From an optimization exercise on the open Yosys and OpenROAD flow, aimed at small area; shortcuts taken in it are not production practice. Only simulation tests tie the RTL to the original design; equivalence was not proved. Power and IR drop assume default switching activity. The clock port is modelled as an ideal driver; clocking choices that lean on that would not hold on a real chip.

--- flow/flow/run.sh ---
#!/bin/bash
set -euo pipefail
export BUFFER_PORTS_ARGS="-buffer_cell sky130_fd_sc_hd__buf_1"
export CTS_ARGS="-sink_clustering_enable -repair_clock_nets -dont_use_dummy_load -sink_clustering_size 20 -sink_clustering_max_diameter 60 -buf_list sky130_fd_sc_hd__clkbuf_8"
bash standard.sh > standard.log 2>&1
--- flow/standard.sh ---
#!/bin/bash
# synth_recipe.tcl (not shown) runs the flow's synth.tcl, then flattens the netlist and writes it again
# the make line also repeats each setting of config.mk as NAME=value (left out here)
make -C /OpenROAD-flow-scripts/flow DESIGN_CONFIG=/design/flow/config.mk WORK_HOME=/design/flow/orfs CLKGATE_MAP_FILE= SYNTH_SCRIPT=/design/flow/synth_recipe.tcl "${@:-finish}"
--- flow/config.mk ---
export PLATFORM = sky130hd
export DESIGN_NAME = pcma_detector
export DESIGN_NICKNAME = pcma_detector
export VERILOG_FILES = /design/flow/design.v
export SDC_FILE = /design/flow/constraint.sdc
export NUM_CORES = 4
export LEC_CHECK = 0
export ABC_AREA = 1
export CAP_MARGIN = 20
export CORE_MARGIN = 2
export CORE_UTILIZATION = 60
export CTS_BUF_LIST = sky130_fd_sc_hd__clkbuf_8
export CTS_CLUSTER_DIAMETER = 60
export CTS_CLUSTER_SIZE = 20
export PLACE_DENSITY = 0.75
export SLEW_MARGIN = 20
--- flow/constraint.sdc ---
create_clock -name core_clock -period 10.0 [get_ports {clk}]
set_input_delay 2.0000 -clock core_clock [delete_from_list [all_inputs] [get_ports {clk}]]
set_output_delay 2.0000 -clock core_clock [all_outputs]
set_load 0.01 [all_outputs]
--- flow/design.v ---
module pcma_detector #(
    parameter DATA_WIDTH_IQ   = 10,
    parameter DATA_WIDTH_CORD = 16,
    parameter PERIOD_WIDTH    = 16,
    parameter BOUND_WIDTH     = 10,
    parameter BOUND_NUM       = 32,
    parameter BOUND_NUM_WIDTH = 5
)(
    input                     clk,
    input                     reset_n,
    input [2:0]               mode_i,
    input [DATA_WIDTH_IQ-1:0] I_data_i,
    input [DATA_WIDTH_IQ-1:0] Q_data_i,
    input                     data_val_i,
    input [PERIOD_WIDTH-1:0]  period_seek_i,
    input [PERIOD_WIDTH-1:0]  period_lock_i,
    output                    lock_o
);
function [15:0] dec16;             
    input [15:0] x;
    integer i; reg b;
    begin b = 1'b1;
        for (i = 0; i < 16; i = i + 1) begin dec16[i] = x[i] ^ b; b = b & ~x[i]; end
    end
endfunction
function [3:0] inc4;               
    input [3:0] x;
    integer i; reg c;
    begin c = 1'b1;
        for (i = 0; i < 4; i = i + 1) begin inc4[i] = x[i] ^ c; c = c & x[i]; end
    end
endfunction
function [9:0] cneg10;             
    input [9:0] x; input s;
    integer i; reg seen;
    begin seen = 1'b0;
        for (i = 0; i < 10; i = i + 1) begin cneg10[i] = x[i] ^ (s & seen); seen = seen | x[i]; end
    end
endfunction
function lt10;                     
    input [9:0] a; input [9:0] b;
    integer i;
    begin lt10 = 1'b0;
        for (i = 0; i < 10; i = i + 1) lt10 = (~a[i] & b[i]) | (~(a[i] ^ b[i]) & lt10);
    end
endfunction
function lt4;                      
    input [3:0] a; input [3:0] b;
    integer i;
    begin lt4 = 1'b0;
        for (i = 0; i < 4; i = i + 1) lt4 = (~a[i] & b[i]) | (~(a[i] ^ b[i]) & lt4);
    end
endfunction
function lt5;                      
    input [4:0] a; input [4:0] b;
    integer i;
    begin lt5 = 1'b0;
        for (i = 0; i < 5; i = i + 1) lt5 = (~a[i] & b[i]) | (~(a[i] ^ b[i]) & lt5);
    end
endfunction
function lt18;                     
    input [17:0] a; input [17:0] b;
    integer i;
    begin lt18 = 1'b0;
        for (i = 0; i < 18; i = i + 1) lt18 = (~a[i] & b[i]) | (~(a[i] ^ b[i]) & lt18);
    end
endfunction
function [10:0] sub10;             
    input [9:0] a; input [9:0] b;
    integer i; reg c;
    begin c = 1'b1;
        for (i = 0; i < 10; i = i + 1) begin
            sub10[i] = a[i] ^ ~b[i] ^ c;
            c = (a[i] & ~b[i]) | (a[i] & c) | (~b[i] & c);
        end
        sub10[10] = ~c;
    end
endfunction
function [10:0] add3;              
    input [10:0] a; input [10:0] b; input [10:0] c;
    integer i; reg [10:0] ps, pc; reg cr;
    begin
        ps = a ^ b ^ c;
        pc = ((a & b) | (a & c) | (b & c)) << 1;
        cr = 1'b0;
        for (i = 0; i < 11; i = i + 1) begin
            add3[i] = ps[i] ^ pc[i] ^ cr;
            cr = (ps[i] & pc[i]) | (ps[i] & cr) | (pc[i] & cr);
        end
    end
endfunction
localparam S_IDLE = 2'd0, S_ACC = 2'd1, S_POST = 2'd2;
reg  [1:0]  st;
reg  [15:0] cntr;      
reg  [3:0]  stm;       
reg         lock_r;
reg         res;
wire        idle_d = (stm == 4'd15);
wire        vld    = (stm == 4'd14);           
wire [15:0] per    = lock_r ? period_lock_i : period_seek_i;
wire        cz     = (cntr == 16'd0);
wire        at_c   = (st == S_ACC) && cz;      
wire        acc    = data_val_i && idle_d && (st != S_POST);   
wire        t37    = (st == S_POST) && (cntr[5:0] == 6'd28);
wire        t40    = (st == S_POST) && (cntr[5:0] == 6'd25);
wire        t41    = (st == S_POST) && (cntr[5:0] == 6'd24);
always @(posedge clk) begin
    if (!reset_n) begin
        st     <= S_IDLE;
        stm    <= 4'd15;
        lock_r <= 1'b0;
    end else begin
        case (st)
            S_IDLE: if (data_val_i) st <= S_ACC;
            S_ACC:  if (cz)         st <= S_POST;
            default: if (t41)       st <= S_IDLE;
        endcase
        if (acc)          stm <= 4'd0;
        else if (!idle_d) stm <= inc4(stm);
        if (t40) lock_r <= res;
    end
end
always @(posedge clk) begin
    if (st == S_IDLE)                      cntr <= per;
    else if ((st == S_POST) || (vld && !cz)) cntr <= dec16(cntr);
end
reg  [9:0] U, V;       
reg  [8:0] H;          
reg        have;       
reg  [5:0] W;          
genvar g;
wire [9:0] aI = cneg10(U, U[9]);
wire [9:0] aQ = cneg10(V, V[9]);
wire       qp = (mode_i == 3'b001);
wire       swp = !qp && lt10(aI, aQ);
wire [9:0] cI = qp ? 10'd180 : (swp ? 10'd98  : 10'd256);
wire [9:0] cQ = qp ? 10'd180 : (swp ? 10'd256 : 10'd98);
wire [10:0] dI = sub10(aI, cI);
wire [10:0] dQ = sub10(aQ, cQ);
wire [9:0] uI = cneg10(dI[9:0], dI[10]);
wire [9:0] uQ = cneg10(dQ[9:0], dQ[10]);
wire [7:0] mask;
generate
    for (g = 0; g < 8; g = g + 1) begin : g_mask
        assign mask[g] = lt4(stm, 4'd9 - g);
    end
endgenerate
wire [7:0] up   = U[8:1] & mask;
wire [7:0] vp   = V[8:1] & mask;
wire [10:0] sq  = add3({2'b00, H}, U[0] ? {1'b0, up, 2'b01} : 11'd0,
                                   V[0] ? {1'b0, vp, 2'b01} : 11'd0);
wire [17:0] xs = {V[8], U[8], V[7], U[7], V[6], U[6], V[5], U[5], V[4], U[4],
                  V[3], U[3], V[2], U[2], V[1], U[1], V[0], U[0]};
reg  [5:0] binw;
integer t;
always @(*) begin
    binw = 6'd32;
    for (t = 31; t >= 0; t = t - 1)
        if (lt18(xs, 100 * (t + 1) * (t + 1))) binw = t;
    if (H != 9'd0) binw = 6'd32;    
    binw[5] = !binw[5];    
end
always @(posedge clk) begin
    if (!reset_n) begin
        have <= 1'b0;
    end else if (acc) begin
        have <= 1'b1;
    end
end
always @(posedge clk) begin
    if (acc) begin
        U <= I_data_i;
        V <= Q_data_i;
        W <= have ? binw : 6'b100000;
    end else if (stm == 4'd0) begin
        U[8:0] <= uI[8:0];
        V[8:0] <= uQ[8:0];
        H      <= 9'd0;
    end else if (stm <= 4'd9) begin
        U[8:0] <= {sq[0], U[8:1]};
        V[8:0] <= {sq[1], V[8:1]};
        H      <= sq[10:2];
    end
end
reg  [3:0]  ph;        
reg         pend;      
reg         dpend;     
reg         inp;       
reg         isdec;     
reg         ia;        
reg         clr;       
reg         fresh;     
reg  [5:0]  IDX;       
reg  [5:0]  LIDX;      
reg  [4:0]  m;         
reg         cy, cT;    
reg         Tov;       
reg  [15:0] hr [0:31];
reg  [15:0] tr;
wire        ph0  = (ph == 4'd0);
wire        ph15 = (ph == 4'd15);
wire [31:0] tap;
generate
    for (g = 0; g < 32; g = g + 1) begin : g_tap
        assign tap[g] = hr[g][0];
    end
endgenerate
wire        cin  = ph0 ? ia : cy;
wire [31:0] dIDX;
generate
    for (g = 0; g < 32; g = g + 1) begin : g_dec
        assign dIDX[g] = (IDX[4:0] == g);
    end
endgenerate
wire [31:0] pre  = tap & {32{!clr}};
wire [31:0] inj  = dIDX & {32{cin}};
wire [31:0] post = pre ^ inj;
wire        preb  = pre[IDX[4:0]];
wire        postb = preb ^ cin;
wire        pL    = post[LIDX[4:0]];
wire [33:0] pad   = {1'b0, post, 1'b0};
wire [17:0] wn4   = m[4] ? pad[33:16] : pad[17:0];
wire [9:0]  wn3   = m[3] ? wn4[17:8]  : wn4[9:0];
wire [5:0]  wn2   = m[2] ? wn3[9:4]   : wn3[5:0];
wire [3:0]  wn1   = m[1] ? wn2[5:2]   : wn2[3:0];
wire [2:0]  wn0   = m[0] ? wn1[3:1]   : wn1[2:0];
wire        pl    = wn0[0];
wire        pm    = wn0[1];
wire        pr    = wn0[2];
wire        tpre  = tr[0] & !clr;
wire        tcin  = ph0 ? ia : cT;
wire        tpost = tpre ^ tcin;
integer k;
always @(posedge clk) begin
    for (k = 0; k < 32; k = k + 1)
        hr[k] <= {post[k], hr[k][15:1]};
    tr <= {tpost, tr[15:1]};
    cy <= cin & preb;
    cT <= tcin & tpre;
end
reg  e0, e1, e0m, e1m, e0b, e1b, cL;
wire cLin = ph0 ? 1'b1 : cL;
wire lp1  = pL ^ cLin;                          
wire e0n  = (ph0 ? 1'b1 : e0)  & (preb  == pm);
wire e1n  = (ph0 ? 1'b1 : e1)  & (postb == pm);
wire e0mn = (ph0 ? 1'b1 : e0m) & (pL    == pm);
wire e1mn = (ph0 ? 1'b1 : e1m) & (lp1   == pm);
wire e0bn = (ph0 ? 1'b1 : e0b) & (pL    == postb);
wire e1bn = (ph0 ? 1'b1 : e1b) & (lp1   == postb);
always @(posedge clk) begin
    e0  <= e0n;  e1  <= e1n;
    e0m <= e0mn; e1m <= e1mn;
    e0b <= e0bn; e1b <= e1bn;
    cL  <= cLin & pL;
end
wire sw    = inp && ia && (e0n || (e1n && lt5(IDX[4:0], m)));
wire [4:0] mown = sw ? IDX[4:0] : m;
wire lsw   = LIDX[4] && (sw ? (e0bn || (e1bn && lt5(LIDX[4:0], IDX[4:0])))
                            : (e0mn || (e1mn && lt5(LIDX[4:0], m))));
wire late  = pend && LIDX[5];
always @(posedge clk) begin
    if (!reset_n) begin
        ph    <= 4'd0;
        pend  <= 1'b0;
        dpend <= 1'b0;
        inp   <= 1'b0;
        ia    <= 1'b0;
        isdec <= 1'b0;
        clr   <= 1'b0;
        fresh <= 1'b1;
        LIDX  <= 6'b100000;
    end else begin
        ph    <= inc4(ph);
        pend  <= acc || (pend && !ph15);
        dpend <= (st == S_IDLE && data_val_i && per == 16'd0) || (at_c && idle_d)
                 || (dpend && !ph15);
        if (st == S_IDLE)    fresh <= 1'b1;
        else if (ph15 && (pend || dpend)) fresh <= 1'b0;
        if (ph15) begin
            inp   <= pend || dpend;
            isdec <= dpend;
            ia    <= pend && LIDX[5];
            clr   <= fresh && (pend || dpend);
            if (pend) begin
                IDX  <= LIDX;
                LIDX <= W;
            end
        end
    end
end
always @(posedge clk) begin
    if (st == S_IDLE)
        m <= 5'd0;
    else if (ph15) begin
        if (dpend) begin
            if (fresh)    
                m <= (late && (LIDX[4] || LIDX[3:0] == 4'd15)) ? LIDX[4:0] : 5'd0;
            else
                m <= (late && lsw) ? LIDX[4:0] : mown;
        end else
            m <= mown;
    end
end
wire bco = cin & preb;
wire tco = tcin & tpre;
always @(posedge clk) begin
    if (ph15 && inp)
        Tov <= (Tov && !clr) || (tco && !bco);
end
reg  [1:0] cs;
reg        cq, c8, sd1, sd2, gq, g8, dpd;
wire       dact = inp && isdec;
wire       mi = dact & pm;
wire       li = dact & pl;
wire       ri = dact & pr;
wire       ti = dact ? tpost : (dpd && ph0 && Tov);
wire       sa = mi ^ li ^ ri;                           
wire       sm = (mi & li) | (mi & ri) | (li & ri);      
wire       sb = sa ^ cs[0];
wire       sk = sa & cs[0];                             
wire [2:0] s3 = {(sm & cs[1]) | (sm & sk) | (cs[1] & sk), sm ^ cs[1] ^ sk, sb};
wire [1:0] xq = {(mi & sd2) | (mi & cq) | (sd2 & cq), mi ^ sd2 ^ cq};
wire [1:0] x8 = {(sb & sd1) | (sb & c8) | (sd1 & c8), sb ^ sd1 ^ c8};
always @(posedge clk) begin
    if (ph15) dpd <= dact;
    if (ph15 && dpend) begin
        cs <= 2'd0; cq <= 1'b0; c8 <= 1'b0; sd1 <= 1'b0; sd2 <= 1'b0;
        gq <= 1'b1; g8 <= 1'b1;
    end else begin
        cs  <= s3[2:1];
        cq  <= xq[1];
        c8  <= x8[1];
        sd1 <= sb;
        sd2 <= sd1;
        if (xq[0] != ti) gq <= xq[0];
        if (x8[0] != ti) g8 <= x8[0];
    end
    if (t37) res <= qp ? gq : g8;
end
assign lock_o = lock_r;
endmodule
==> results of run 1 <==
## final cells by class
type                            count  area, um^2
Sequential cell                   634       13280
Clock buffer                       43       591.8
Tap cell                          448       560.5
Multi-Input combinational cell   1046        6361
Fill cell                        2646       11830
Timing Repair Buffer               62       247.7
Inverter                          196       740.7
## registers in the layout, summed over array words and instances, names as in the netlist, 2 cells and up
| register | count |
|---|---|
| H | 9 |
| stm | 4 |
| U | 10 |
| cs | 2 |
| cntr | 16 |
| V | 10 |
| LIDX | 6 |
| st | 2 |
| hr | 512 |
| m | 5 |
| IDX | 5 |
| W | 6 |
| tr | 16 |
| ph | 4 |
## stage by stage
| stage | power, uW | setup WS, ns | cells | hold slack [ns] | cell area [um^2] |
|---|---|---|---|---|---|
| after CTS | 5685 | 3.648 | 2429 | 0.2830 | 21780 |
| final | 5666 | 3.616 | 2429 | 0.2836 | 21780 |
| after global routing | 6002 | 3.051 | 2429 | 0.2815 | 21780 |
| after detailed placement | 4598 | 3.591 | 2386 | 0.3121 | 21190 |
| after floorplan | 4121 | 3.431 | 1919 | 0.3096 | 20580 |
| after global placement | 4572 | 3.688 | 2386 | 0.3095 | 21190 |
## routing by layer
| layer | share of wire | wire length [um] | GRT usage | vias up |
|---|---|---|---|---|
| met2 | 0.46 | 19110 | 0.3838 | 467 |
| met5 | 0 | 0 | 0 | - |
| met4 | 0.038 | 1581 | 0.1040 | 0 |
| met1 | 0.44 | 17980 | 0.3145 | 5951 |
| li1 | - | - | - | 6276 |
| met3 | 0.061 | 2513 | 0.03522 | 110 |
## path summary, 6_finish.rpt
check / slack (ns) / from / endpoint
worst min-delay path: 0.28 / hr[11][12] / hr[11][11]
worst min register to register: 0.28 / hr[11][12] / hr[11][11]
worst max register to register: 3.62 / U[0] / V[8]
worst max-delay path: 3.62 / U[0] / V[8]
## cells in the mapped netlist, types with 6 or more instances
master     count  share of area
o22ai_1       12         0.0036
nand2_1      376          0.069
fa_1          31          0.030
nor4_1         7         0.0021
xnor2_1       10         0.0043
ha_1          57          0.035
clkinv_1       6         0.0011
a31oi_1       12         0.0036
nor2_1       127          0.023
nor3_1        29         0.0071
nand3_1       72          0.018
nand4_1       18         0.0055
edfxtp_1      59          0.086
or2_2         12         0.0036
o21ai_0       60          0.015
xor2_1        34          0.014
a21oi_1       57          0.014
o211ai_1      25         0.0091
clkbuf_1      32         0.0058
dfxtp_1      575           0.56
o2111ai_1      6         0.0026
xor2_2        18          0.014
inv_1        187          0.034
## report_power, final
part | internal, uW | switching (uW)
sequential | 2710 | 133
combinational | 627 | 1100
clock | 387 | 703
total | 3730 | 1940
## layout by cell type (no fill, tap or decap), drive strengths merged, types with 6 or more instances in the layout
cell,instances
o22ai,12
ha,57
nor4,7
nand3,78
dfxtp,575
o21ai,66
nor3,30
nor2,130
xor2,52
nand2,385
edfxtp,59
a31oi,12
or2,17
clkinv,6
buf,62
clkbuf,43
fa,31
o211ai,26
o2111ai,6
nand4,19
a21oi,60
inv,190
xnor2,10
## critical path: cells and delay by family, from the launching register on
family | cells | cell delay, ns
compound gates | 5 | 0.62
xor+xnor | 2 | 0.37
fa+ha+maj | 9 | 2.78
buf+inv | 10 | 1.00
flops | 1 | 0.42
simple gates | 8 | 0.91
## logic make-up (layout without fill, tap and decap cells)
kind of cell / after synthesis / after routing
buffers and inverters: 239 / 301
DFF: 634 / 634
muxes: 4 / 4
xor gates and xnor gates: 62 / 62
and+or+nand+nor: 669 / 669
AOI/OAI and AO/OA: 223 / 223
adders and majority gates: 88 / 88
==> impl_metrics.tcl, run 1 <==
set metrics [dict create \
    status "complete, no violations" \
    synth_seq_cells 634 \
    finalCriticalPeriod_ns 6.384 \
    worstRegToRegCells 34 \
    ios 59 \
    vias_per_cell 5.271 \
    grt.overflow.total 0 \
    hold_depth 0 \
    core_mm2 0.03362 \
    drtIter0Drc 1011 \
    end_kind "flop" \
    start_util 0.6122 \
    hold_path.class "reg -> reg" \
    routabilityCongestion 0.9263 \
    synth-simple-area-share 0.1412 \
    yosys-mux-area-fraction 0.001945 \
    setup_viol 0 \
    grt_pass1_vias 12220 \
    setup_tns_ns 0 \
    synth_cell_type_count 65 \
    cts_tree "done" \
    start_kind "flop" \
    crit_type "reg -> reg" \
    clock_latency_ns 0.66 \
    vias 12800 \
    holdBufCountCts 0 \
    root_buffer "clkbuf_8" \
    num_rows 67 \
    cpPeakStageDelay_ns 0.47 \
    synth_top_family_by_area "simple AND/OR/NAND/NOR gates" \
    cts_inserted_buffers 43 \
    ant_nets 0 \
    cpMaxStageDelayCell "fa_1" \
    port_buffers 58 \
    synth_compound_area_frac 0.06766 \
    cp_data_arrival_time_ns 6.70 \
    yosys_warnings 2 \
    syn2layout_area_growth_pct 5.848 \
    diodes 0 \
    hold_violations 0 \
    cellLeakagePower_uw 0.009031 \
    synthAdderAreaFrac 0.06481 \
    cp.required_ns 10.31 \
    synth_edf_count 59 \
    drive_gt1_frac 0.05603 \
    fin_util 0.6480 \
    wire_per_inst_um 16.95 \
    rsz0062_at_grt "false" \
    synth_nets 2065 \
    synth_top_flop_cell "dfxtp_1" \
    slew_headroom 0.3159 \
    grt_max_degree 34 \
    min_period_over_period 0.6384 \
    async_reset_ff_frac 0 \
    tightest_slew_ns 1.025 \
    cp_max_fo 14 \
    clock_sinks 634 \
    syn_inst 1919 \
    clk_pin_slew_ns 0.10 \
    clk_path_buf_depth 3 \
    netlist_area_mm2 0.02058 \
    firstDrtPassIters 5 \
    place_hpwl_um 29670 \
    syn_avg_cell_area_um2 10.72 \
    synth_xor_area_frac 0.03295 \
    fmax_ghz 0.1566 \
    route.detailed.drc 0 \
    crit_top_cell "inv_1" \
    grt_usage 0.2356 \
    grt_antenna_before_repair 0 \
    drv_slew 0 \
    die_h_um 189.2 \
    postCtsSetupBuffers 0 \
    ir_drop_uv 318.5 \
    ys_seq_area_frac 0.6454 \
    cts_resized 0 \
    clock_skew_ns 0.07080 \
    grt_pass1_wl_um 65470 \
    drv_cap 0 \
    die_x_um 189.2 \
    cts_max_level 2 \
    fin_nets 2129 \
    routed_wl_um 41180 \
    die_area_mm2 0.03580 \
    p_per_area_mw_per_mm2 260.1 \
]
==> run 2, diff against run 1 <==
==> flow/run.sh (new file) <==
#!/bin/bash
# synth_recipe.tcl (not shown) runs the flow's synth.tcl, then flattens the netlist and writes it again
# the make line also repeats each setting of config.mk as NAME=value (left out here)
make -C /OpenROAD-flow-scripts/flow DESIGN_CONFIG=/design/flow/config.mk WORK_HOME=/design/flow/orfs CLKGATE_MAP_FILE= SYNTH_SCRIPT=/design/flow/synth_recipe.tcl finish
removed: flow/flow/run.sh
removed: flow/standard.sh
==> impl_metrics.tcl, run 2 <==
set metrics [dict create \
    cts_inserted_buffers 44 \
    root_buffer "clkbuf_8" \
    grt_pass1_wl_um 65400 \
    firstDrtPassIters 7 \
    fin_nets 2129 \
    cpMaxStageDelayCell "edfxtp_1" \
    ys_seq_area_frac 0.6454 \
    die_h_um 189.2 \
    cpPeakStageDelay_ns 0.43 \
    drt-met1-wl_um 18000 \
    clock_skew_ns 0.02256 \
    ant_nets 0 \
    finalCriticalPeriod_ns 6.479 \
    syn_inst 1919 \
    largest_register_ffs 512 \
    cts_tree "done" \
    routed_wl_um 41020 \
    grt.overflow.total 0 \
    worst_path_dominant_cell_family "adder cells" \
    synth_seq_cells 634 \
    synth_top_cell_by_area "dfxtp_1" \
    route.met2.wl_um 19270 \
    hold_violations 0 \
    synth_cell_type_count 65 \
    yosys-top-cells-area "dfxtp_1 (56%), edfxtp_1 (8.6%), nand2_1 (6.9%)" \
    yosys-mux-area-fraction 0.001945 \
    fin_cells 2446 \
    die_x_um 189.2 \
    min_period_over_period 0.6479 \
    num_rows 67 \
    clock_latency_ns 0.63 \
    fmax_ghz 0.1544 \
    crit_top_cell "inv_1" \
    top_layer "met4" \
    holdBufCountCts 0 \
    hold_path.class "reg -> reg" \
    synth_top_cell_area_share 0.5593 \
    synth-simple-area-share 0.1412 \
    vias_per_cell 5.218 \
    synth_common_cells "dfxtp_1 (575), nand2_1 (376), inv_1 (187), nor2_1 (127), nand3_1 (72)" \
    status "complete, no violations" \
    vias 12760 \
    cp_num_buf_inv 10 \
    syn_avg_cell_area_um2 10.72 \
    yosysMostFrequentCell "dfxtp_1" \
    ir_drop_uv 184.1 \
    routabilityCongestion 0.8990 \
    synth_xor_area_frac 0.03295 \
    top_regs "hr: 512 flops, cntr: 16 flops, tr: 16 flops" \
    setup_viol 0 \
    end_kind "flop" \
    clk_path_buf_depth 3 \
    yosys_warnings 2 \
    cts_resized 0 \
    synthAdderAreaFrac 0.06481 \
    tightest_slew_ns 1.012 \
    die_area_mm2 0.03580 \
    synth_top_family_by_area "simple AND/OR/NAND/NOR gates" \
    grt_usage 0.2348 \
    synth_top_flop_cell "dfxtp_1" \
    port_buffers 58 \
    synth_nets 2065 \
    cp_max_fo 14 \
    cp.required_ns 10.37 \
    route.detailed.drc 0 \
    wire_per_inst_um 16.77 \
    diodes 0 \
    grt_antenna_before_repair 0 \
    grt_max_degree 34 \
    cellLeakagePower_uw 0.009287 \
    synth_compound_area_frac 0.06766 \
    slew_headroom 0.3245 \
    start_kind "flop" \
    layout_commonest_cell "dfxtp_1" \
    dp_cells 2385 \
    p_per_area_mw_per_mm2 258.7 \
    wl_met3_um 2307 \
    synth_edf_count 59 \
    crit_type "reg -> reg" \
    clock_sinks 634 \
    drv_cap 0 \
    setup_tns_ns 0 \
    netlist_area_mm2 0.02058 \
    largest_register "hr" \
    cts_max_level 2 \
    cp_data_arrival_time_ns 6.85 \
    clk_pin_slew_ns 0.10 \
    rsz0062_at_grt "false" \
    core_mm2 0.03362 \
    mostFrequentLayoutCells "dfxtp_1 (575), nand2_1 (376), inv_1 (189)" \
    async_reset_ff_frac 0 \
    drv_slew 0 \
    drive_gt1_frac 0.06256 \
    postCtsSetupBuffers 0 \
    place_hpwl_um 30160 \
    drtIter0Drc 847 \
    grt_pass1_vias 12500 \
    start_util 0.6122 \
    ios 59 \
    syn2layout_area_growth_pct 8.584 \
]
run 2: power by group:
part | total [uW] | internal (uW) | switching [uW] | leakage (uW)
clock network | 1230 | 442 | 791 | 0.000413
registers | 2840 | 2710 | 127 | 0.00521
logic | 1710 | 627 | 1080 | 0.00367
run 2: kinds of logic after synthesis:
logic type	after synthesis
and+or+nand+nor	669
DFF	634
buffers and inverters	239
AOI/OAI and AO/OA	223
adders and majority gates	88
xor gates and xnor gates	62
muxes	4
run 2: layer usage:
metal  global-route usage  vias up
met5                    0        -
met4               0.1049        0
met3              0.03985       97
met2               0.3862      411
met1               0.3062     5963
li1                     -     6292
run 2: layout make-up:
cell class / instances / area (um^2)
Inverter: 196 / 740.7
Clock inverter: 17 / 193.9
Fill cell: 2636 / 11270
Clock buffer: 44 / 605.6
Tap cell: 448 / 560.5
Sequential cell: 634 / 13280
Timing Repair Buffer: 61 / 603.1
Multi-Input combinational cell: 1046 / 6361
run 2: path summary, 6_finish.rpt:
path / from / endpoint / slack, ns / cells past startpoint
max: U[0] / U[8] / 3.52 / 37
min: hr[9][14] / hr[9][13] / 0.32 / 0
max reg2reg: U[0] / U[8] / 3.52 / 37
min reg2reg: hr[9][14] / hr[9][13] / 0.32 / 0
run 2: through the flow:
| step | total power, uW | instance area, um^2 | hold WS, ns | setup WS (ns) | util |
|---|---|---|---|---|---|
| 5_1_grt | 6178 | 22350 | 0.3206 | 2.915 | 0.6648 |
| 4_1_cts | 5814 | 22340 | 0.3226 | 3.563 | 0.6646 |
| 6_report | 5780 | 22350 | 0.3231 | 3.521 | 0.6648 |
| 3_5_place_dp | 4585 | 21540 | 0.3121 | 3.196 | 0.6408 |
| 3_3_place_gp | 4559 | 21540 | 0.3096 | 3.328 | 0.6408 |
| 2_1_floorplan | 4121 | 20580 | 0.3096 | 3.431 | - |
==> run 3, diff against run 2 <==
--- a/flow/design.v
+++ b/flow/design.v
@@ -194,11 +194,12 @@
 reg  [5:0]  LIDX;      
 reg  [4:0]  m;         
 reg         cy, cT;    
-reg         Tov;       
-reg  [15:0] hr [0:31];
-reg  [15:0] tr;
+reg  [1:0]  Tx;        
+reg         sat;       
+reg  [14:0] hr [0:31];
+reg  [14:0] tr;
 wire        ph0  = (ph == 4'd0);
-wire        ph15 = (ph == 4'd15);
+wire        ph15 = (ph == 4'd14);    
 wire [31:0] tap;
 generate
     for (g = 0; g < 32; g = g + 1) begin : g_tap
@@ -233,30 +234,30 @@
 integer k;
 always @(posedge clk) begin
     for (k = 0; k < 32; k = k + 1)
-        hr[k] <= {post[k], hr[k][15:1]};
-    tr <= {tpost, tr[15:1]};
+        hr[k] <= {post[k], hr[k][14:1]};
+    tr <= {tpost, tr[14:1]};
     cy <= cin & preb;
     cT <= tcin & tpre;
 end
-reg  e0, e1, e0m, e1m, e0b, e1b, cL;
+function gtstep;
+    input x; input y; input prev;
+    gtstep = (x & ~y) | (~(x ^ y) & prev);
+endfunction
+reg  gb, gLm, gLb, cL;
 wire cLin = ph0 ? 1'b1 : cL;
 wire lp1  = pL ^ cLin;                          
-wire e0n  = (ph0 ? 1'b1 : e0)  & (preb  == pm);
-wire e1n  = (ph0 ? 1'b1 : e1)  & (postb == pm);
-wire e0mn = (ph0 ? 1'b1 : e0m) & (pL    == pm);
-wire e1mn = (ph0 ? 1'b1 : e1m) & (lp1   == pm);
-wire e0bn = (ph0 ? 1'b1 : e0b) & (pL    == postb);
-wire e1bn = (ph0 ? 1'b1 : e1b) & (lp1   == postb);
-always @(posedge clk) begin
-    e0  <= e0n;  e1  <= e1n;
-    e0m <= e0mn; e1m <= e1mn;
-    e0b <= e0bn; e1b <= e1bn;
+wire gbn  = gtstep(postb, pm, ph0 ? lt5(IDX[4:0], m) : gb);
+wire gLmn = gtstep(lp1, pm,    ph0 ? lt5(LIDX[4:0], m)        : gLm);
+wire gLbn = gtstep(lp1, postb, ph0 ? lt5(LIDX[4:0], IDX[4:0]) : gLb);
+always @(posedge clk) begin
+    gb  <= gbn;
+    gLm <= gLmn;
+    gLb <= gLbn;
     cL  <= cLin & pL;
 end
-wire sw    = inp && ia && (e0n || (e1n && lt5(IDX[4:0], m)));
+wire sw    = inp && ia && gbn;
 wire [4:0] mown = sw ? IDX[4:0] : m;
-wire lsw   = LIDX[4] && (sw ? (e0bn || (e1bn && lt5(LIDX[4:0], IDX[4:0])))
-                            : (e0mn || (e1mn && lt5(LIDX[4:0], m))));
+wire lsw   = LIDX[4] && (sw ? gLbn : gLmn);
 wire late  = pend && LIDX[5];
 always @(posedge clk) begin
     if (!reset_n) begin
@@ -270,7 +271,7 @@
         fresh <= 1'b1;
         LIDX  <= 6'b100000;
     end else begin
-        ph    <= inc4(ph);
+        ph    <= ph15 ? 4'd0 : inc4(ph);
         pend  <= acc || (pend && !ph15);
         dpend <= (st == S_IDLE && data_val_i && per == 16'd0) || (at_c && idle_d)
                  || (dpend && !ph15);
@@ -304,8 +305,10 @@
 wire bco = cin & preb;
 wire tco = tcin & tpre;
 always @(posedge clk) begin
-    if (ph15 && inp)
-        Tov <= (Tov && !clr) || (tco && !bco);
+    if (ph15 && inp) begin
+        sat <= (sat && !clr) || bco;
+        Tx  <= (clr ? 2'd0 : Tx) + {1'b0, tco};
+    end
 end
 reg  [1:0] cs;
 reg        cq, c8, sd1, sd2, gq, g8, dpd;
@@ -313,7 +316,7 @@
 wire       mi = dact & pm;
 wire       li = dact & pl;
 wire       ri = dact & pr;
-wire       ti = dact ? tpost : (dpd && ph0 && Tov);
+wire       ti = dact ? tpost : (dpd && (ph0 ? Tx[0] : (ph == 4'd1) && Tx[1]));
 wire       sa = mi ^ li ^ ri;                           
 wire       sm = (mi & li) | (mi & ri) | (li & ri);      
 wire       sb = sa ^ cs[0];
@@ -335,7 +338,7 @@
         if (xq[0] != ti) gq <= xq[0];
         if (x8[0] != ti) g8 <= x8[0];
     end
-    if (t37) res <= qp ? gq : g8;
+    if (t37) res <= sat || (qp ? gq : g8);
 end
 assign lock_o = lock_r;
 endmodule
==> flow/flow/run.sh (new file) <==
#!/bin/bash
set -euo pipefail
export BUFFER_PORTS_ARGS="-buffer_cell sky130_fd_sc_hd__buf_1"
export CTS_ARGS="-sink_clustering_enable -repair_clock_nets -dont_use_dummy_load -sink_clustering_size 24 -sink_clustering_max_diameter 40 -buf_list sky130_fd_sc_hd__clkbuf_8"
bash standard.sh > standard.log 2>&1
==> flow/standard.sh (new file) <==
#!/bin/bash
# synth_recipe.tcl (not shown) runs the flow's synth.tcl, then flattens the netlist and writes it again
# the make line also repeats each setting of config.mk as NAME=value (left out here)
make -C /OpenROAD-flow-scripts/flow DESIGN_CONFIG=/design/flow/config.mk WORK_HOME=/design/flow/orfs CLKGATE_MAP_FILE= SYNTH_SCRIPT=/design/flow/synth_recipe.tcl "${@:-finish}"
removed: flow/run.sh
==> impl_metrics.tcl, run 3 <==
set metrics [dict create \
    start_kind "flop" \
    worst_path_dominant_cell_family "adder cells" \
    die_area_mm2 0.03405 \
    cts_tree "done" \
    start_util 0.6056 \
    synth_nets 1972 \
    syn2layout_area_growth_pct 6.969 \
    slew_headroom 0.3536 \
    synth_top_cell_by_area "dfxtp_1" \
    syn_avg_cell_area_um2 10.74 \
    routabilityCongestion 0.9197 \
    cellLeakagePower_uw 0.008562 \
    top_regs "hr: 480 flops, cntr: 16 flops, tr: 15 flops" \
    grt_pass1_wl_um 61040 \
    drv_cap 0 \
    synth_cell_type_count 62 \
    crit_type "reg -> reg" \
    cpPeakStageDelay_ns 0.46 \
    hold_violations 0 \
    clk_pin_slew_ns 0.11 \
    rrSetupSlack_ns 3.67 \
    ant_nets 0 \
    holdBufCountCts 0 \
    grt_usage 0.2314 \
    port_buffers 58 \
    rsz0062_at_grt "false" \
    syn_inst 1820 \
    synth_top_cell_area_share 0.5519 \
    fin_nets 2048 \
    vias_per_cell 5.204 \
    hold_path.class "reg -> reg" \
    cp_max_fo 13 \
    cts_resized 0 \
    clock_skew_ns 0.07932 \
    ir_drop_uv 252.3 \
    ys_seq_area_frac 0.6455 \
    cp_num_buf_inv 9 \
    setup_tns_ns 0 \
    grt_antenna_before_repair 1 \
    yosys_warnings 2 \
    yosysMostFrequentCell "dfxtp_1" \
    wire_per_inst_um 16.35 \
    postCtsSetupBuffers 0 \
    synth_top_flop_cell "dfxtp_1" \
    firstDrtPassIters 10 \
    clk_path_buf_depth 3 \
    num_rows 66 \
    largest_register_ffs 480 \
    status "complete, no violations" \
    drive_gt1_frac 0.05861 \
    tightest_slew_ns 0.9685 \
    clock_latency_ns 0.66 \
    crit_top_cell "inv_1" \
    largest_register "hr" \
    netlist_area_mm2 0.01955 \
    cpMaxStageDelayCell "edfxtp_1" \
    cp_data_arrival_time_ns 6.70 \
    vias 12160 \
    dp_cells 2282 \
    die_x_um 184.5 \
    cp.required_ns 10.37 \
    fin_util 0.6478 \
    cts_inserted_buffers 53 \
    finalCriticalPeriod_ns 6.331 \
    mostFrequentLayoutCells "dfxtp_1 (539), nand2_1 (324), inv_1 (164)" \
    grt_max_degree 36 \
    routed_wl_um 38200 \
    layout_commonest_cell "dfxtp_1" \
    grt.overflow.total 0 \
    ios 59 \
    fin_cells 2336 \
    setup_viol 0 \
    route.detailed.drc 0 \
    drv_slew 0 \
    min_period_over_period 0.6331 \
    cts_max_level 2 \
    synth_edf_count 61 \
    core_mm2 0.03229 \
    p_per_area_mw_per_mm2 275.6 \
    die_h_um 184.5 \
    yosys-top-cells-area "dfxtp_1 (55%), edfxtp_1 (9.4%), nand2_1 (6.2%)" \
    grt_pass1_vias 11910 \
    fmax_ghz 0.1580 \
    clock_sinks 600 \
    diodes 0 \
    root_buffer "clkbuf_8" \
    synth_common_cells "dfxtp_1 (539), nand2_1 (324), inv_1 (164), nor2_1 (136), o21ai_0 (76)" \
    async_reset_ff_frac 0 \
    place_hpwl_um 27850 \
    drtIter0Drc 999 \
    synth_seq_cells 600 \
    end_kind "flop" \
]
## run 3: cell count changes after synthesis, moves of 12 or more
| cell | change |
|---|---|
| nand2_1 | -52 |
| dfxtp_1 | -36 |
| inv_1 | -23 |
| xor2_1 | +19 |
| xor2_2 | -18 |
| o21ai_0 | +16 |
| mux2_2 | +12 |
## run 3: cell families after synthesis
| group | share of synthesized area |
|---|---|
| adder cells (fa/ha/maj) | 0.07206 |
| AND/OR/NAND/NOR | 0.1295 |
| XOR/XNOR | 0.02822 |
| multiplexers | 0.009471 |
| flip-flops | 0.6455 |
| AO/OA/AOI/OAI | 0.07039 |
| buffers and inverters | 0.04486 |
## run 3: final cells by class
type	count	area (um^2)
Inverter	180	681.9
Tap cell	442	553.0
Multi-Input combinational cell	998	6056
Sequential cell	600	12620
Clock buffer	53	729.5
Fill cell	2522	11370
Timing Repair Buffer	63	272.8
## run 3: report_power, final
group | total [uW] | leakage (uW) | internal [uW] | switching [uW]
Sequential | 2760 | 0.00493 | 2610 | 146
Clock | 1150 | 0.000381 | 470 | 684
Combinational | 1850 | 0.00325 | 672 | 1180
Total | 5760 | 0.00856 | 3750 | 2010
## run 3: through the flow
stage | hold slack [ns] | setup slack [ns] | cell area [um^2] | power (uW)
after floorplan | 0.3096 | 3.430 | 19550 | 4163
after global placement | 0.3098 | 3.672 | 20160 | 4593
after detailed placement | 0.3121 | 3.615 | 20160 | 4619
after CTS | 0.2596 | 3.700 | 20890 | 5771
after global routing | 0.2386 | 3.053 | 20920 | 6136
final | 0.2566 | 3.669 | 20920 | 5764
## run 3: metal layers
| layer | share of wire | vias to the layer above | GRT usage |
|---|---|---|---|
| met4 | 0.034 | 0 | 0.08896 |
| met3 | 0.057 | 100 | 0.04149 |
| met1 | 0.45 | 5644 | 0.3053 |
| met2 | 0.46 | 381 | 0.3806 |
| met5 | 0 | - | 0 |
| li1 | - | 6032 | - |
## run 3: final timing paths
| path | from | to | depth (start not counted) |
|---|---|---|---|
| hold reg to reg | hr[6][14] | hr[6][13] | 0 |
| hold / removal | hr[6][14] | hr[6][13] | 0 |
| setup / recovery | U[0] | U[8] | 37 |
| setup reg to reg | U[0] | U[8] | 37 |
==> run 4, diff against run 3 <==
==> flow/flow/run.sh (replaced) <==
#!/bin/bash
set -euo pipefail
export BUFFER_PORTS_ARGS="-buffer_cell sky130_fd_sc_hd__buf_1"
export CTS_ARGS="-sink_clustering_enable -repair_clock_nets -dont_use_dummy_load -sink_clustering_size 20 -sink_clustering_max_diameter 60 -buf_list sky130_fd_sc_hd__clkbuf_8"
bash standard.sh > standard.log 2>&1
==> impl_metrics.tcl, run 4 <==
set metrics [dict create \
    ir_drop_uv 229.8 \
    cp.required_ns 10.24 \
    rr_startpoint "U[0]" \
    grt_antenna_before_repair 1 \
    start_util 0.6056 \
    firstDrtPassIters 5 \
    core_mm2 0.03229 \
    layout_commonest_cell "dfxtp_1" \
    hold_depth 0 \
    top_regs "hr: 480 flops, cntr: 16 flops, tr: 15 flops" \
    largest_register_ffs 480 \
    crit_cells 37 \
    clk_pin_slew_ns 0.11 \
    combPwrFrac 0.326 \
    postPlaceCellArea_mm2 0.02016 \
    fin_nets 2038 \
    drv_cap 0 \
    cpPeakStageDelay_ns 0.46 \
    critPathLaunch "U[0]" \
    ant_nets 0 \
    drv_slew 0 \
    rsz0062_at_grt "false" \
    worst_path_dominant_cell_family "adder cells" \
    routed_wl_um 37960 \
    crit_type "reg -> reg" \
    root_buffer "clkbuf_8" \
    die_h_um 184.5 \
    ys_seq_area_frac 0.6455 \
    wire_per_inst_um 16.32 \
    grt_pass1_wl_um 60890 \
    route.detailed.drc 0 \
    synth_top_flop_cell "dfxtp_1" \
    finalCriticalPeriod_ns 6.347 \
    swShare 0.3499 \
    internal_power_uw 3668 \
    synth_nets 1972 \
    hold_violations 0 \
    hold_path.class "reg -> reg" \
    end_kind "flop" \
    drive_gt1_frac 0.05361 \
    cpMaxStageDelayCell "edfxtp_1" \
    fin_cells 2326 \
    holdBufCountCts 0 \
    min_from "hr[25][14]" \
    cellLeakagePower_uw 0.008490 \
    place_hpwl_um 27850 \
    largest_register "hr" \
    synth_common_cells "dfxtp_1 (539), nand2_1 (324), inv_1 (164), nor2_1 (136), o21ai_0 (76)" \
    seq_area_mm2 0.01262 \
    cp_data_arrival_time_ns 6.59 \
    vias 12100 \
    cts_inserted_buffers 43 \
    num_rows 66 \
    grt_pass1_vias 11940 \
    yosys_warnings 2 \
    routabilityCongestion 0.9197 \
    die_area_mm2 0.03405 \
    n_fill_cell 2539 \
    final_area_mm2 0.02078 \
    cp_num_buf_inv 9 \
    fin_util 0.6435 \
    netlist_area_mm2 0.01955 \
    status "complete, no violations" \
    yosysMostFrequentCell "dfxtp_1" \
    syn2layout_area_growth_pct 6.265 \
    p_per_area_mw_per_mm2 271.5 \
    mostFrequentLayoutCells "dfxtp_1 (539), nand2_1 (324), inv_1 (164)" \
    slew_headroom 0.3500 \
    cts_tree "done" \
    grt_usage 0.2283 \
    tightest_slew_ns 0.9739 \
    cp_max_fo 13 \
    port_buffers 58 \
    syn_inst 1820 \
    setup_viol 0 \
    p_switching_uw 1974 \
    drtIter0Drc 965 \
    synth_top_cell_by_area "dfxtp_1" \
    fin_ws_ns 3.653 \
    clock_skew_ns 0.08246 \
    start_kind "flop" \
    die_x_um 184.5 \
    clock_latency_ns 0.58 \
    seq_power_share 0.489 \
    synth_seq_cells 600 \
    synth_cell_type_count 62 \
    vias_per_cell 5.203 \
    p_clk_frac 0.185 \
    yosys-top-cells-area "dfxtp_1 (55%), edfxtp_1 (9.4%), nand2_1 (6.2%)" \
    multi_input_area_mm2 0.006056 \
    worstRegToRegCells 37 \
    cts_max_level 2 \
    syn_avg_cell_area_um2 10.74 \
    synth_edf_count 61 \
    postCtsSetupBuffers 0 \
    cts_resized 0 \
    async_reset_ff_frac 0 \
    ios 59 \
    diodes 0 \
    fmax_ghz 0.1576 \
    clk_path_buf_depth 3 \
    synth_top_cell_area_share 0.5519 \
    dp_cells 2282 \
    pre_cts_ws_ns 3.615 \
    grt.overflow.total 0 \
    crit_top_cell "inv_1" \
    clock_sinks 600 \
    setup_tns_ns 0 \
    grt_max_degree 36 \
    min_period_over_period 0.6347 \
]
## run 4: path summary, 6_finish.rpt
| path | slack, ns | endpoint |
|---|---|---|
| max | 3.65 | U[8] |
| min | 0.25 | hr[25][13] |
| max reg2reg | 3.65 | U[8] |
| min reg2reg | 0.25 | hr[25][13] |
## run 4: power by group through the flow
stage	combinational [uW]	sequential (uW)	clock, uW
2_1_floorplan	1430	2730	0
5_1_grt	2080	2780	1170
3_3_place_gp	1780	2810	0
6_report	1840	2760	1050
4_1_cts	1820	2760	1080
3_5_place_dp	1810	2810	0
## run 4: cell families (layout without fill, tap and decap cells)
family	after synthesis	after routing	synth area share
XOR/XNOR	63	63	0.02822
adder cells (fa/ha/maj)	94	94	0.07206
multiplexers	17	17	0.009471
flip-flops	600	600	0.6455
AO/OA/AOI/OAI	221	221	0.07039
buffers and inverters	222	286	0.04486
AND/OR/NAND/NOR	603	603	0.1295
## run 4: worst register-to-register path: cells and delay by family, from the launching register on
family | cells | cell delay [ns]
AOI/OAI and AO/OA | 12 | 1.59
xor gates and xnor gates | 1 | 0.26
adders and majority gates | 9 | 2.23
buffers and inverters | 9 | 0.94
DFF | 1 | 0.46
and+or+nand+nor | 6 | 0.59
## run 4: layout make-up
| class | count | share of cell area |
|---|---|---|
| clock buffers | 43 | 0.02848 |
| well taps | 442 | 0.02662 |
| multi-input cells | 998 | 0.2915 |
| repair buffers | 63 | 0.01313 |
| inverters | 180 | 0.03282 |
| flip-flops and latches | 600 | 0.6075 |
## run 4: stage by stage
| step | hold slack, ns | total power (uW) |
|---|---|---|
| after global placement | 0.3098 | 4593 |
| after floorplan | 0.3096 | 4163 |
| after global routing | 0.2571 | 6025 |
| after detailed placement | 0.3121 | 4619 |
| after CTS | 0.2541 | 5658 |
| final | 0.2547 | 5642 |
## run 4: layer usage
| metal | vias up | global-route usage | share of wire |
|---|---|---|---|
| met5 | - | 0 | 0 |
| met4 | 0 | 0.08384 | 0.032 |
| met3 | 92 | 0.03359 | 0.058 |
| met2 | 369 | 0.3770 | 0.46 |
| met1 | 5632 | 0.3063 | 0.45 |
| li1 | 6010 | - | - |
==> run 5, diff against run 4 <==
--- a/flow/design.v
+++ b/flow/design.v
@@ -37,11 +37,11 @@
         for (i = 0; i < 10; i = i + 1) begin cneg10[i] = x[i] ^ (s & seen); seen = seen | x[i]; end
     end
 endfunction
-function lt10;                     
-    input [9:0] a; input [9:0] b;
+function ltc10;                    
+    input [9:0] a; input [9:0] b; input tie;
     integer i;
-    begin lt10 = 1'b0;
-        for (i = 0; i < 10; i = i + 1) lt10 = (~a[i] & b[i]) | (~(a[i] ^ b[i]) & lt10);
+    begin ltc10 = tie;
+        for (i = 0; i < 10; i = i + 1) ltc10 = (~a[i] & b[i]) | (~(a[i] ^ b[i]) & ltc10);
     end
 endfunction
 function lt4;                      
@@ -129,20 +129,21 @@
 reg        have;       
 reg  [5:0] W;          
 genvar g;
-wire [9:0] aI = cneg10(U, U[9]);
-wire [9:0] aQ = cneg10(V, V[9]);
+wire       sIi = I_data_i[9], sQi = Q_data_i[9];
+wire       swi = ltc10(I_data_i ^ {10{sIi}}, Q_data_i ^ {10{sQi}}, !sIi && sQi);
+reg        swr, qpr;
 wire       qp = (mode_i == 3'b001);
-wire       swp = !qp && lt10(aI, aQ);
-wire [9:0] cI = qp ? 10'd180 : (swp ? 10'd98  : 10'd256);
-wire [9:0] cQ = qp ? 10'd180 : (swp ? 10'd256 : 10'd98);
-wire [10:0] dI = sub10(aI, cI);
-wire [10:0] dQ = sub10(aQ, cQ);
-wire [9:0] uI = cneg10(dI[9:0], dI[10]);
-wire [9:0] uQ = cneg10(dQ[9:0], dQ[10]);
+wire       selq = stm[0];
+wire [9:0] w  = selq ? V : U;
+wire       sgw = w[9];
+wire       qpx = selq ? qpr : qp;
+wire [9:0] cw = (qpx ? 10'd180 : ((swr ^ selq) ? 10'd98 : 10'd256));
+wire [10:0] dw = sub10(cneg10(w, sgw), cw);
+wire [9:0] uw = cneg10(dw[9:0], dw[10]);
 wire [7:0] mask;
 generate
     for (g = 0; g < 8; g = g + 1) begin : g_mask
-        assign mask[g] = lt4(stm, 4'd9 - g);
+        assign mask[g] = lt4(stm, 4'd10 - g);
     end
 endgenerate
 wire [7:0] up   = U[8:1] & mask;
@@ -168,15 +169,18 @@
     end
 end
 always @(posedge clk) begin
+    if (acc) swr <= swi;
+    if (stm == 4'd0) qpr <= qp;
     if (acc) begin
         U <= I_data_i;
         V <= Q_data_i;
         W <= have ? binw : 6'b100000;
     end else if (stm == 4'd0) begin
-        U[8:0] <= uI[8:0];
-        V[8:0] <= uQ[8:0];
+        U[8:0] <= uw[8:0];
+    end else if (stm == 4'd1) begin
+        V[8:0] <= uw[8:0];
         H      <= 9'd0;
-    end else if (stm <= 4'd9) begin
+    end else if (stm <= 4'd10) begin
         U[8:0] <= {sq[0], U[8:1]};
         V[8:0] <= {sq[1], V[8:1]};
         H      <= sq[10:2];
@@ -188,7 +192,6 @@
 reg         inp;       
 reg         isdec;     
 reg         ia;        
-reg         clr;       
 reg         fresh;     
 reg  [5:0]  IDX;       
 reg  [5:0]  LIDX;      
@@ -213,6 +216,7 @@
         assign dIDX[g] = (IDX[4:0] == g);
     end
 endgenerate
+wire        clr  = fresh && inp;    
 wire [31:0] pre  = tap & {32{!clr}};
 wire [31:0] inj  = dIDX & {32{cin}};
 wire [31:0] post = pre ^ inj;
@@ -267,7 +271,6 @@
         inp   <= 1'b0;
         ia    <= 1'b0;
         isdec <= 1'b0;
-        clr   <= 1'b0;
         fresh <= 1'b1;
         LIDX  <= 6'b100000;
     end else begin
@@ -276,12 +279,11 @@
         dpend <= (st == S_IDLE && data_val_i && per == 16'd0) || (at_c && idle_d)
                  || (dpend && !ph15);
         if (st == S_IDLE)    fresh <= 1'b1;
-        else if (ph15 && (pend || dpend)) fresh <= 1'b0;
+        else if (ph15 && inp) fresh <= 1'b0;
         if (ph15) begin
             inp   <= pend || dpend;
             isdec <= dpend;
             ia    <= pend && LIDX[5];
-            clr   <= fresh && (pend || dpend);
             if (pend) begin
                 IDX  <= LIDX;
                 LIDX <= W;
@@ -294,7 +296,7 @@
         m <= 5'd0;
     else if (ph15) begin
         if (dpend) begin
-            if (fresh)    
+            if (fresh && !inp)    
                 m <= (late && (LIDX[4] || LIDX[3:0] == 4'd15)) ? LIDX[4:0] : 5'd0;
             else
                 m <= (late && lsw) ? LIDX[4:0] : mown;
==> flow/flow/run.sh (replaced) <==
#!/bin/bash
set -euo pipefail
export BUFFER_PORTS_ARGS="-buffer_cell sky130_fd_sc_hd__buf_1"
export CTS_ARGS='-sink_clustering_enable -repair_clock_nets -dont_use_dummy_load -sink_clustering_size 28 -sink_clustering_max_diameter 90 -buf_list {sky130_fd_sc_hd__clkbuf_8 sky130_fd_sc_hd__clkbuf_16}'
bash standard.sh > standard.log 2>&1
==> impl_metrics.tcl, run 5 <==
set metrics [dict create \
    clk_path_buf_depth 3 \
    finalCriticalPeriod_ns 6.138 \
    slew_headroom 0.3523 \
    cpPeakStageDelay_ns 0.53 \
    r2r_end "m[3]" \
    ir_drop_uv 212.9 \
    critPathLaunch "mode_i[1]" \
    fin_util 0.6504 \
    route.detailed.drc 0 \
    swShare 0.3203 \
    drtIter0Drc 709 \
    routed_wl_um 36700 \
    synth_seq_cells 601 \
    largest_register_ffs 480 \
    firstDrtPassIters 5 \
    cellLeakagePower_uw 0.008391 \
    drv_cap 0 \
    rsz0062_at_grt "false" \
    yosys-top-cells-area "dfxtp_1 (56%), edfxtp_1 (9.8%), nand2_1 (6.8%)" \
    setup_viol 0 \
    yosys_warnings 2 \
    core_mm2 0.03164 \
    drive_gt1_frac 0.03678 \
    cpMaxStageDelayCell "o21ai_0" \
    ys_seq_area_frac 0.6556 \
    fmax_ghz 0.1629 \
    cts_inserted_buffers 26 \
    rrSetupSlack_ns 4.51 \
    yosysMostFrequentCell "dfxtp_1" \
    port_buffers 58 \
    grt_max_degree 35 \
    top_regs "hr: 480 flops, cntr: 16 flops, tr: 15 flops" \
    cp.required_ns 10.25 \
    start_util 0.6105 \
    start_kind "input pin" \
    tightest_slew_ns 0.9716 \
    crit_type "in -> reg" \
    cp_max_fo 5 \
    whs_endpoint "tr[6]" \
    netlist_area_mm2 0.01931 \
    root_buffer "clkbuf_16" \
    pre_cts_ws_ns 3.337 \
    synth_common_cells "dfxtp_1 (538), nand2_1 (352), inv_1 (165), nor2_1 (111), o21ai_0 (86)" \
    clk_pin_slew_ns 0.10 \
    clock_latency_ns 0.56 \
    syn2layout_area_growth_pct 6.536 \
    p_per_area_mw_per_mm2 254.1 \
    cts_tree "done" \
    synth_top_flop_cell "dfxtp_1" \
    syn_inst 1795 \
    vias 11930 \
    layout_commonest_cell "dfxtp_1" \
    holdBufCountCts 0 \
    crit_top_cell "inv_1" \
    cts_resized 0 \
    largest_register "hr" \
    synth_top_cell_by_area "dfxtp_1" \
    worst_path_dominant_cell_family "adder cells" \
    num_rows 65 \
    vias_per_cell 5.298 \
    cp_data_arrival_time_ns 6.39 \
    die_h_um 183.4 \
    cp_cell_sequence "buf_1, nor3_1, inv_1, o21ai_0, inv_1, fa_1, inv_1, ha_1, inv_1, fa_1, inv_1, fa_1, inv_1, fa_1, inv_1, fa_1, inv_1, fa_1, a31o_2, inv_1, o21ai_1, xnor2_1, nand2_1, nand3_1" \
    combPwrFrac 0.264 \
    drv_slew 0 \
    place_hpwl_um 26750 \
    ios 59 \
    p_clk_frac 0.214 \
    end_kind "flop" \
    rr_startpoint "ph[0]" \
    synth_top_cell_area_share 0.5576 \
    grt_antenna_before_repair 0 \
    setup_tns_ns 0 \
    grt_pass1_vias 11590 \
    p_switching_uw 1675 \
    grt.overflow.total 0 \
    routabilityCongestion 0.9377 \
    internal_power_uw 3554 \
    status "complete, no violations" \
    grt_usage 0.2229 \
    wire_per_inst_um 16.30 \
    hold_path.class "reg -> reg" \
    die_x_um 183.4 \
    seq_power_share 0.522 \
    cts_max_level 1 \
    worstRegToRegCells 21 \
    hold_depth 0 \
    async_reset_ff_frac 0 \
    fin_nets 1995 \
    clock_skew_ns 0.04725 \
    syn_avg_cell_area_um2 10.76 \
    clock_sinks 601 \
    min_from "tr[7]" \
    synth_edf_count 63 \
    diodes 0 \
    hold_violations 0 \
    synth_cell_type_count 57 \
    grt_pass1_wl_um 59530 \
    min_period_over_period 0.6138 \
    die_area_mm2 0.03364 \
    mostFrequentLayoutCells "dfxtp_1 (538), nand2_1 (352), inv_1 (165)" \
    postCtsSetupBuffers 0 \
    cp_num_buf_inv 10 \
    fin_ws_ns 3.862 \
    ant_nets 0 \
    synth_nets 1939 \
]
[run 5: cell families (layout without fill, tap and decap cells)]
group | Yosys count | count (layout) | synth area share
AO/OA/AOI/OAI | 249 | 249 | 0.08130
multiplexers | 4 | 4 | 0.002073
AND/OR/NAND/NOR | 567 | 567 | 0.1206
XOR/XNOR | 71 | 71 | 0.03220
buffers and inverters | 217 | 271 | 0.04288
adder cells (fa/ha/maj) | 86 | 86 | 0.06543
flip-flops | 601 | 601 | 0.6556
[run 5: stage by stage]
stage                     power [uW]  std cells  area, um^2  hold slack (ns)
final                           5229       2251       20580           0.3109
after global routing            5553       2251       20580           0.3208
after CTS                       5247       2251       20570           0.3088
after detailed placement        4148       2225       19920           0.3121
after global placement          4123       2225       19920           0.3096
after floorplan                 3788       1795       19310           0.3096
[run 5: worst max-delay path by stage]
stage,to,slack [ns],depth (start not counted)
floorplan,V[7],4.07,23
global placement,V[7],3.50,24
detailed placement,V[8],3.34,24
CTS,V[8],3.88,24
global route,U[7],3.54,24
finish,V[8],3.86,24
[run 5: power groups by stage]
| stage | sequential [uW] | clock, uW | combinational [uW] |
|---|---|---|---|
| 2_1_floorplan | 2720 | 0 | 1060 |
| 3_3_place_gp | 2780 | 0 | 1340 |
| 3_5_place_dp | 2780 | 0 | 1360 |
| 4_1_cts | 2730 | 1150 | 1370 |
| 5_1_grt | 2750 | 1230 | 1570 |
| 6_report | 2730 | 1120 | 1380 |
[run 5: per-layer routing]
layer / track usage / vias to the layer above / share of wire
met4: 0.06464 / 0 / 0.028
met5: 0 / - / 0
li1: - / 5927 / -
met3: 0.02595 / 80 / 0.054
met1: 0.3073 / 5566 / 0.45
met2: 0.3734 / 353 / 0.47
[run 5: final cells by class]
class	count	area, um^2
Sequential cell	601	12660
Fill cell	2486	11060
Multi-Input combinational cell	977	5832
Inverter	185	696.9
Clock buffer	26	650.6
Tap cell	402	503.0
Timing Repair Buffer	60	232.7
==> run 6, diff against run 5 <==
==> flow/flow/run.sh (replaced) <==
#!/bin/bash
set -euo pipefail
export BUFFER_PORTS_ARGS="-buffer_cell sky130_fd_sc_hd__buf_1"
export CTS_ARGS="-sink_clustering_enable -repair_clock_nets -dont_use_dummy_load -sink_clustering_size 34 -sink_clustering_max_diameter 120 -buf_list sky130_fd_sc_hd__clkbuf_16"
bash standard.sh > standard.log 2>&1
==> impl_metrics.tcl, run 6 <==
set metrics [dict create \
    clock_sinks 601 \
    ant_nets 0 \
    synth_common_cells "dfxtp_1 (538), nand2_1 (352), inv_1 (165), nor2_1 (111), o21ai_0 (86)" \
    crit_top_cell "inv_1" \
    hold_violations 0 \
    crit_type "in -> reg" \
    drtIter0Drc 794 \
    die_x_um 183.4 \
    vias_per_cell 5.298 \
    synth_seq_cells 601 \
    ys_seq_area_frac 0.6556 \
    die_h_um 183.4 \
    synth_top_cell_by_area "dfxtp_1" \
    p_per_area_mw_per_mm2 251.6 \
    tightest_slew_ns 0.9701 \
    grtUsageMet2 0.3740 \
    clk_path_buf_depth 3 \
    clock_latency_ns 0.56 \
    largest_register "hr" \
    route.detailed.drc 0 \
    synth_top_flop_cell "dfxtp_1" \
    setup_tns_ns 0 \
    top_regs "hr: 480 flops, cntr: 16 flops, tr: 15 flops" \
    crit_cells 24 \
    grt_pass1_wl_um 59890 \
    yosysMostFrequentCell "dfxtp_1" \
    vias 11900 \
    die_area_mm2 0.03364 \
    cp.required_ns 10.24 \
    dp_cells 2225 \
    grt_antenna_before_repair 0 \
    ios 59 \
    postPlaceCellArea_mm2 0.01992 \
    worst_path_dominant_cell_family "adder cells" \
    netlist_area_mm2 0.01931 \
    cpPeakStageDelay_ns 0.53 \
    cp_data_arrival_time_ns 6.36 \
    fin_util 0.6473 \
    cpMaxStageDelayCell "o21ai_0" \
    largest_register_ffs 480 \
    synth_cell_type_count 57 \
    fmax_ghz 0.1635 \
    drive_gt1_frac 0.03469 \
    start_util 0.6105 \
    status "complete, no violations" \
    slew_headroom 0.3532 \
    wire_per_inst_um 16.35 \
    grt_max_degree 35 \
    ir_drop_uv 143.5 \
    place_hpwl_um 26750 \
    drv_cap 0 \
    layout_commonest_cell "dfxtp_1" \
    cts_resized 0 \
    use_met3 0.02674 \
    syn_inst 1795 \
    synth_top_cell_area_share 0.5576 \
    root_buffer "clkbuf_16" \
    synth_nets 1939 \
    final_area_mm2 0.02048 \
    setup_viol 0 \
    async_reset_ff_frac 0 \
    yosys_warnings 2 \
    cts_inserted_buffers 22 \
    cp_max_fo 5 \
    mostFrequentLayoutCells "dfxtp_1 (538), nand2_1 (352), inv_1 (165)" \
    fin_nets 1991 \
    cp_cell_sequence "buf_1, nor3_1, inv_1, o21ai_0, inv_1, fa_1, inv_1, ha_1, inv_1, fa_1, inv_1, fa_1, inv_1, fa_1, inv_1, fa_1, inv_1, fa_1, a31o_2, inv_1, o21ai_1, xnor2_1, nand2_1, nand3_1" \
    clk_pin_slew_ns 0.11 \
    top_usage_layer "met2" \
    fin_cells 2247 \
    finalCriticalPeriod_ns 6.118 \
    grt_pass1_vias 11660 \
    hold_path.class "reg -> reg" \
    start_kind "input pin" \
    cp_num_buf_inv 10 \
    firstDrtPassIters 5 \
    core_mm2 0.03164 \
    cts_tree "done" \
    end_kind "flop" \
    clock_skew_ns 0.05819 \
    num_rows 65 \
    synth_edf_count 63 \
    yosys-top-cells-area "dfxtp_1 (56%), edfxtp_1 (9.8%), nand2_1 (6.8%)" \
    min_period_over_period 0.6118 \
    holdBufCountCts 0 \
    postCtsSetupBuffers 0 \
    hold_ws_ns 0.3173 \
    grt_usage 0.2242 \
    syn_avg_cell_area_um2 10.76 \
    cellLeakagePower_uw 0.008341 \
    routed_wl_um 36740 \
    port_buffers 58 \
    diodes 0 \
    syn2layout_area_growth_pct 6.018 \
    drv_slew 0 \
    hold_depth 0 \
    grt.overflow.total 0 \
    routabilityCongestion 0.9377 \
    grt_util_met1 0.3087 \
    rsz0062_at_grt "false" \
    cts_max_level 1 \
    worstRegToRegCells 21 \
]
==> run 6: cell counts after synthesis <==
Identical to the previous run, type by type.
==> run 6: routing by layer <==
metal	part of all wire	vias up
met5	0	-
met4	0.030	0
met3	0.056	81
met2	0.46	387
met1	0.45	5520
li1	-	5916
==> run 6: where the power goes <==
group / switching, uW / internal [uW]
sequential: 127 / 2600
clock: 647 / 399
combinational: 890 / 486
total: 1660 / 3490
==> run 6: final timing paths <==
check	startpoint	slack [ns]	endpoint
worst max-delay path	mode_i[1]	3.88	V[8]
worst min-delay path	hr[23][6]	0.32	hr[23][5]
worst max register to register	ph[0]	4.47	m[3]
worst min register to register	hr[23][6]	0.32	hr[23][5]
==> run 6: through the flow <==
step,power [uW],setup WS (ns)
floorplan,3788,4.070
global placement,4123,3.504
detailed placement,4148,3.337
CTS,5175,3.870
global route,5479,3.534
finish,5153,3.882
==> run 6: cells by family (layout without fill, tap and decap cells) <==
| logic type | after synthesis | in the layout | share of synthesized area |
|---|---|---|---|
| buf+inv | 217 | 267 | 0.04288 |
| fa+ha+maj | 86 | 86 | 0.06543 |
| flops | 601 | 601 | 0.6556 |
| mux | 4 | 4 | 0.002073 |
| compound gates | 249 | 249 | 0.08130 |
| simple gates | 567 | 567 | 0.1206 |
| xor+xnor | 71 | 71 | 0.03220 |
==> run 6: worst reg2reg max path: cells and delay by family (launching register included) <==
family / cells / cell delay (ns)
compound gates: 10 / 2.59
flops: 1 / 0.39
simple gates: 5 / 1.25
buf+inv: 3 / 0.34
xor+xnor: 1 / 0.40
fa+ha+maj: 2 / 0.52
==> run 6: final cells by class <==
cell class	instances	area [um^2]
clock buffer	22	550.5
timing repair buffer	60	232.7
fill	2486	11160
sequential	601	12660
multi-input combinational	977	5832
tap	402	503.0
inverter	185	696.9

-- afterwards: timing with drivers on the ports --
The flow's constraints put no driver on any port. The routed layouts listed below were extracted and timed again, unchanged, in two steps. Step 1 (the two cells are an assumption about what drives the block):
set clk [get_ports {clk}]
set_driving_cell -lib_cell sky130_fd_sc_hd__clkbuf_16 $clk
set_driving_cell -lib_cell sky130_fd_sc_hd__buf_2 [delete_from_list [all_inputs] $clk]
Step 2 also shifts input and output timing later by t, the mid clock arrival at the registers, as if the neighbouring blocks saw the same clock. Slacks: ideal ports / drivers / drivers and shift; pairs: ideal ports / drivers.
run | t (ns) | slack for setup (ns) | worst hold slack (ns) | slew at the worst register clock pin (ns)
run 1 | 0.656 | 3.616 / 3.616 / 3.573 | 0.284 / 0.284 / 0.284 | 0.11 / 0.11
run 2 | 0.676 | 3.521 / 3.521 / 3.174 | 0.323 / 0.323 / 0.323 | 0.11 / 0.11
run 3 | 0.668 | 3.669 / 3.669 / 3.611 | 0.257 / 0.257 / 0.257 | 0.12 / 0.12
run 4 | 0.595 | 3.653 / 3.653 / 3.531 | 0.255 / 0.255 / 0.255 | 0.11 / 0.11
run 5 | 0.591 | 3.862 / 3.895 / 3.304 | 0.311 / 0.311 / 0.311 | 0.11 / 0.11
run 6 | 0.587 | 3.882 / 3.914 / 3.327 | 0.317 / 0.317 / 0.317 | 0.12 / 0.12
After both steps every run listed still meets setup and hold. For run 5, which loses most, drivers alone change the setup slack by +0.033 ns; drivers and shift together by -0.558 ns.
